This is an optimization exercise on Yosys and OpenROAD, whose aim is small area and a short achievable clock period, not a production implementation.
RTL that was checked went through simulation tests only; none was proved equivalent to the original.
No activity file was given, so power comes from the tool's default toggle rates.

// fpadder
module fpadder( input [15:0] A_59, input [15:0] B_59, input clk_59, input rst_59, output [15:0] C_59);
export LEC_CHECK = 0
export ABC_AREA = 1
export CAP_MARGIN = 20
export CORE_MARGIN = 2
export CORE_UTILIZATION = 40
export SETUP_SLACK_MARGIN = 1.9
export SLEW_MARGIN = 20
create_clock -name core_clock -period 3.8 [get_ports {clk_59}]
standard.sh (not shown) runs the stock make flow with config.mk's settings and CLKGATE_MAP_FILE= SYNTH_SCRIPT=/design/flow/synth_recipe.tcl, a recipe that flattens the netlist after the stock synthesis.
==> flow/flow/run.sh <==
#!/bin/bash
# Standard layout with: ports buffered by plain buffers instead of delay cells;
# adders left to ABC instead of extracted into full/half-adder cells; a clock
# tree of smaller buffers without dummy loads; ABC mapping with the script in
# flow/abc.script (the standard scripts otherwise).
set -euo pipefail
export BUFFER_PORTS_ARGS="-buffer_cell sky130_fd_sc_hd__buf_2"
export ADDER_MAP_FILE=
export CTS_ARGS="-sink_clustering_enable -repair_clock_nets -dont_use_dummy_load -root_buf sky130_fd_sc_hd__clkbuf_8 -buf_list sky130_fd_sc_hd__clkbuf_8"
mkdir -p scripts
for f in "$FLOW_HOME"/scripts/*; do ln -sfn "$f" scripts/; done
rm -f scripts/abc_area.script scripts/abc_speed.script
cp flow/abc.script scripts/abc_area.script
cp flow/abc.script scripts/abc_speed.script
export SCRIPTS_DIR="$PWD/scripts"
bash standard.sh > standard_flow.log 2>&1
==> flow/flow/abc.script <==
strash
dch
map -a
topo
stime -c
buffer -c
upsize -c
dnsize -c
Rerun with:
==> flow/flow/run.sh (replaced) <==
#!/bin/bash
# Standard layout with: ports buffered by plain buffers instead of delay cells;
# adders left to ABC instead of extracted into full/half-adder cells; a clock
# tree of smaller buffers without dummy loads; and
# the ABC area script mapping to a delay target (flow/abc.script).
set -euo pipefail
export BUFFER_PORTS_ARGS="-buffer_cell sky130_fd_sc_hd__buf_1"
export ADDER_MAP_FILE=
export CTS_ARGS="-sink_clustering_enable -repair_clock_nets -dont_use_dummy_load -root_buf sky130_fd_sc_hd__clkbuf_8 -buf_list sky130_fd_sc_hd__clkbuf_4 -sink_clustering_size 20"
mkdir -p scripts
for f in "$FLOW_HOME"/scripts/*; do ln -sfn "$f" scripts/; done
rm -f scripts/abc_area.script
cp flow/abc.script scripts/abc_area.script
export SCRIPTS_DIR="$PWD/scripts"
bash standard.sh > standard_flow.log 2>&1
==> flow/flow/abc.script (replaced) <==
strash
dch
map -D 1000
topo
stime -c
buffer -c
upsize -c
dnsize -c
The new run ran to the end with no violations.
Clock-buffer cell count is unchanged.
Flip-flop and latch count does not change.
Sequential power is about the same.
Worst hold slack degrades by 0.011 ns.
Critical path depth decreases by 6.
Combinational power drops by 20%.
First-iteration DRC count decreases by about 7%.
Worst setup slack gets better by 0.29 ns.
Cell area is lower by 5.6%.
Power is lower by about 9%.
Synthesized area came out higher by 5.5%.
Rerun with:
==> flow/flow/run.sh (replaced) <==
#!/bin/bash
# Standard layout with: ports buffered by plain buffers instead of delay cells;
# adders left to ABC instead of extracted into full/half-adder cells; a clock
# tree of smaller buffers without dummy loads.
set -euo pipefail
export BUFFER_PORTS_ARGS="-buffer_cell sky130_fd_sc_hd__buf_1"
export ADDER_MAP_FILE=
export CTS_ARGS="-sink_clustering_enable -repair_clock_nets -dont_use_dummy_load -root_buf sky130_fd_sc_hd__clkbuf_8 -buf_list sky130_fd_sc_hd__clkbuf_8 -sink_clustering_size 40 -sink_clustering_max_diameter 150"
bash standard.sh > standard_flow.log 2>&1
removed: flow/flow/abc.script
Result:
- clock-buffer cell count does not change
- utilization drops by 1.5 points
- design area climbs slightly
- routed wire length drops slightly
- via count climbs by a few percent
- global-route usage drops by 0.93 points
- non-clock buffer count climbs by 2
- sequential share of layout area drops by 0.67 points
- final cell count climbs by a few percent
- first-iteration DRC count climbs by roughly a tenth
- setup slack gets worse by 0.0073 ns
Rerun with:
==> flow/flow/run.sh (replaced) <==
#!/bin/bash
# Standard layout with: ports buffered by plain buffers instead of delay cells;
# adders left to ABC instead of extracted into full/half-adder cells; a clock
# tree of smaller buffers without dummy loads; timing repair free to resize
# cells to any drive strength (not only to cells of the same footprint).
set -euo pipefail
export BUFFER_PORTS_ARGS="-buffer_cell sky130_fd_sc_hd__buf_1"
export ADDER_MAP_FILE=
export CTS_ARGS="-sink_clustering_enable -repair_clock_nets -dont_use_dummy_load -root_buf sky130_fd_sc_hd__clkbuf_8 -buf_list sky130_fd_sc_hd__clkbuf_4 -sink_clustering_size 20"
bash standard.sh MATCH_CELL_FOOTPRINT=0 finish > standard_flow.log 2>&1
Cell area is unchanged.
Sequential power stays flat.
Routed wire length does not change.
Total power does not change.

========
the previous run:
Another version of the RTL of fpadder (not shown whole).
Size in the first run: ~94 flip-flops, about 50 I/O pins, roughly 4600 um2 of cells after synthesis.
Design fpadder, start of the top module:
module fpadder( input [15:0] A_59, input [15:0] B_59, input clk_59, input rst_59, output reg [15:0] C_59);
export LEC_CHECK = 0
export ABC_AREA = 1
export CAP_MARGIN = 20
export CORE_MARGIN = 2
export CORE_UTILIZATION = 40
export SETUP_SLACK_MARGIN = 1.9
export SLEW_MARGIN = 20
create_clock -name core_clock -period 3.8 [get_ports {clk_59}]
==> flow/flow/run.sh <==
#!/bin/bash
# Standard layout with: ports buffered by plain buffers instead of delay cells;
# adders left to ABC instead of extracted into full/half-adder cells; a clock
# tree of smaller buffers without dummy loads; and
# the ABC area script mapping to a delay target (flow/abc.script).
set -euo pipefail
export BUFFER_PORTS_ARGS="-buffer_cell sky130_fd_sc_hd__buf_1"
export ADDER_MAP_FILE=
export CTS_ARGS="-sink_clustering_enable -repair_clock_nets -dont_use_dummy_load -root_buf sky130_fd_sc_hd__clkbuf_8 -buf_list sky130_fd_sc_hd__clkbuf_4 -sink_clustering_size 20"
mkdir -p scripts
for f in "$FLOW_HOME"/scripts/*; do ln -sfn "$f" scripts/; done
rm -f scripts/abc_area.script
cp flow/abc.script scripts/abc_area.script
export SCRIPTS_DIR="$PWD/scripts"
bash standard.sh > standard_flow.log 2>&1
==> flow/flow/abc.script <==
strash
dch
map -D 900
topo
stime -c
buffer -c
upsize -c
dnsize -c
### the previous run -> the current run
==> flow/flow/abc.script <==
strash
dch
map -D 1000
topo
stime -c
buffer -c
upsize -c
dnsize -c
Notes after the runs:
The current run reports its cell type of the slowest stage on the worst timing path as sky130_fd_sc_hd__dfxtp_4 while the previous run reports sky130_fd_sc_hd__dfxtp_2.
From the previous run to the current run the numbers moved as follows: power per cell area stayed essentially flat; via count of the first global-routing pass ~0 delta; headroom to the max-slew limit went down 41 points; detailed-route wire length per cell shrank by about 3.6%; routed via count fell by 2.1%.
Function was not checked in any run of this note: the RTL went through the layout flow alone.

========
## the baseline
fpadder, a different RTL version from the one above (not shown whole).
Size in the first run: about 640 cells after synthesis, about 97 flip-flops, ~50 I/O pins.
==> flow/design.v (excerpt) <==
module fpadder( input [15:0] A_59, input [15:0] B_59, input clk_59, input rst_59, output [15:0] C_59);
function [1:0] cmp_gt;   
  input [14:0] a, b;
  reg [15:0] G, E;
  integer i, k;
  begin
    G = {1'b0, a & ~b};
    E = {1'b1, ~((a & ~b) | (~a & b))};
    for (k = 1; k < 16; k = k * 2)
      for (i = 0; i + k < 16; i = i + 2 * k) begin
        G[i] = G[i + k] | (E[i + k] & G[i]);
        E[i] = E[i + k] & E[i];
      end
    cmp_gt = {G[0], E[0]};
  end
endfunction
wire [1:0] c15 = cmp_gt(A_59[14:0], B_59[14:0]);
wire [1:0] c5  = cmp_gt({10'd0, A_59[14:10]}, {10'd0, B_59[14:10]});
wire       zero = ~|{A_59, B_59};
wire [4:0] dab = A_59[14:10] - B_59[14:10];
wire [4:0] dba = B_59[14:10] - A_59[14:10];
wire [4:0] d   = c5[1] ? dab : dba;
reg        agb1, sa1, sb1;
reg [4:0]  e1;
reg [9:0]  fa1, fb1;
reg [3:0]  sh1;
always @(posedge clk_59) begin
  agb1 <= c15[1];
  sa1  <= A_59[15];
  sb1  <= B_59[15];
  e1   <= c5[1] ? A_59[14:10] : B_59[14:10];
  fa1  <= A_59[9:0];
  fb1  <= B_59[9:0];
  sh1  <= d[3:0] | {4{d[4] | zero}};
end
wire [9:0]  fs  = agb1 ? fb1 : fa1;
wire        sub = sa1 ^ sb1;
wire [10:0] y   = ({1'b1, fs} >> sh1) ^ {11{sub}};
  ...
export LEC_CHECK = 0
export ABC_AREA = 1
export CAP_MARGIN = 20
export CORE_MARGIN = 2
export CORE_UTILIZATION = 40
export SETUP_SLACK_MARGIN = 2.0
export SLEW_MARGIN = 20
create_clock -name core_clock -period 3.8 [get_ports {clk_59}]
==> flow/flow/run.sh <==
#!/bin/bash
# Standard layout with: ports buffered by plain buffers instead of delay cells;
# adders left to ABC instead of extracted into full/half-adder cells; a clock
# tree of smaller buffers without dummy loads.
set -euo pipefail
export BUFFER_PORTS_ARGS="-buffer_cell sky130_fd_sc_hd__buf_2"
export ADDER_MAP_FILE=
export CTS_ARGS="-sink_clustering_enable -repair_clock_nets -dont_use_dummy_load -root_buf sky130_fd_sc_hd__clkbuf_8 -buf_list sky130_fd_sc_hd__clkbuf_8"
bash standard.sh > standard_flow.log 2>&1
> inputs changed (the baseline -> the candidate)
Settings: changing CORE_UTILIZATION from 40 to 65; changing SETUP_SLACK_MARGIN from 2.0 to 1.9.
--- outcome ---
- Combinational-cell power consumption ends up lower on the candidate.
- Share of final-layout standard cells stronger than drive strength 1 delta for the candidate relative to the baseline: 2.5 points lower
- Looking at count of standard-cell rows, the candidate sits 23% below the baseline.
- Diff the candidate..the baseline | antenna diode count | unchanged
- Per the comparison of the candidate with the baseline, critical path arrival closely matched the old numbers, detailed-routed wire length on met2 decreased by about 1.2% relative to the old numbers, transition at the pin with the smallest max-transition slack shows a reduction of 0.10 ns, highest attainable clock frequency about even.
- Between the baseline and the candidate, number of vias per cell increased.
- In the metrics for the baseline and the candidate, the one carrying the lower sum of internal, switching and leakage power is the candidate.
- Die size: the candidate is under the baseline
- Of the two values seen for first element of the critical path, mb4$_DFF_P_ was produced by the candidate and ma4$_DFF_P_ by the baseline.

## port drivers added, routing unchanged
How much do the figures lean on ideal ports? The routed layouts below were timed once more, with nothing changed but the port constraints. Step 1 sets driving cells, clkbuf_16 on the clock port and buf_2 on the other inputs (assumed; they add their load-dependent delay and slew). Step 2 also shifts input and output timing later by t, the mid clock arrival at the registers, as if the neighbouring blocks saw the same clock. a / b / c = ideal / step 1 / step 2; a / b = the first two.
run	shift t [ns]	slack for setup (ns)	hold slack, ns	worst data-port slew with drivers (ns)
the first run of note 1	0.369	1.668 / 1.659 / 1.290	0.328 / 0.328 / 0.328	0.06
the second run of note 1	0.376	1.959 / 1.943 / 1.603	0.317 / 0.317 / 0.317	0.03
the third run of note 1	0.372	1.952 / 1.919 / 1.711	0.331 / 0.331 / 0.331	0.03
the fourth run of note 1	0.372	1.952 / 1.919 / 1.711	0.331 / 0.331 / 0.331	0.03
the previous run	0.368	1.958 / 1.958 / 1.604	0.327 / 0.327 / 0.327	0.03
the current run	0.377	1.943 / 1.943 / 1.611	0.329 / 0.329 / 0.329	0.03
the baseline	0.376	1.965 / 1.936 / 1.707	0.305 / 0.305 / 0.305	0.04
the candidate	0.369	1.962 / 1.930 / 1.614	0.331 / 0.331 / 0.331	0.03
After both steps every run listed still meets setup and hold. For the first run of note 1, which loses most, drivers alone change the setup slack by -0.009 ns; drivers and shift together by -0.378 ns.
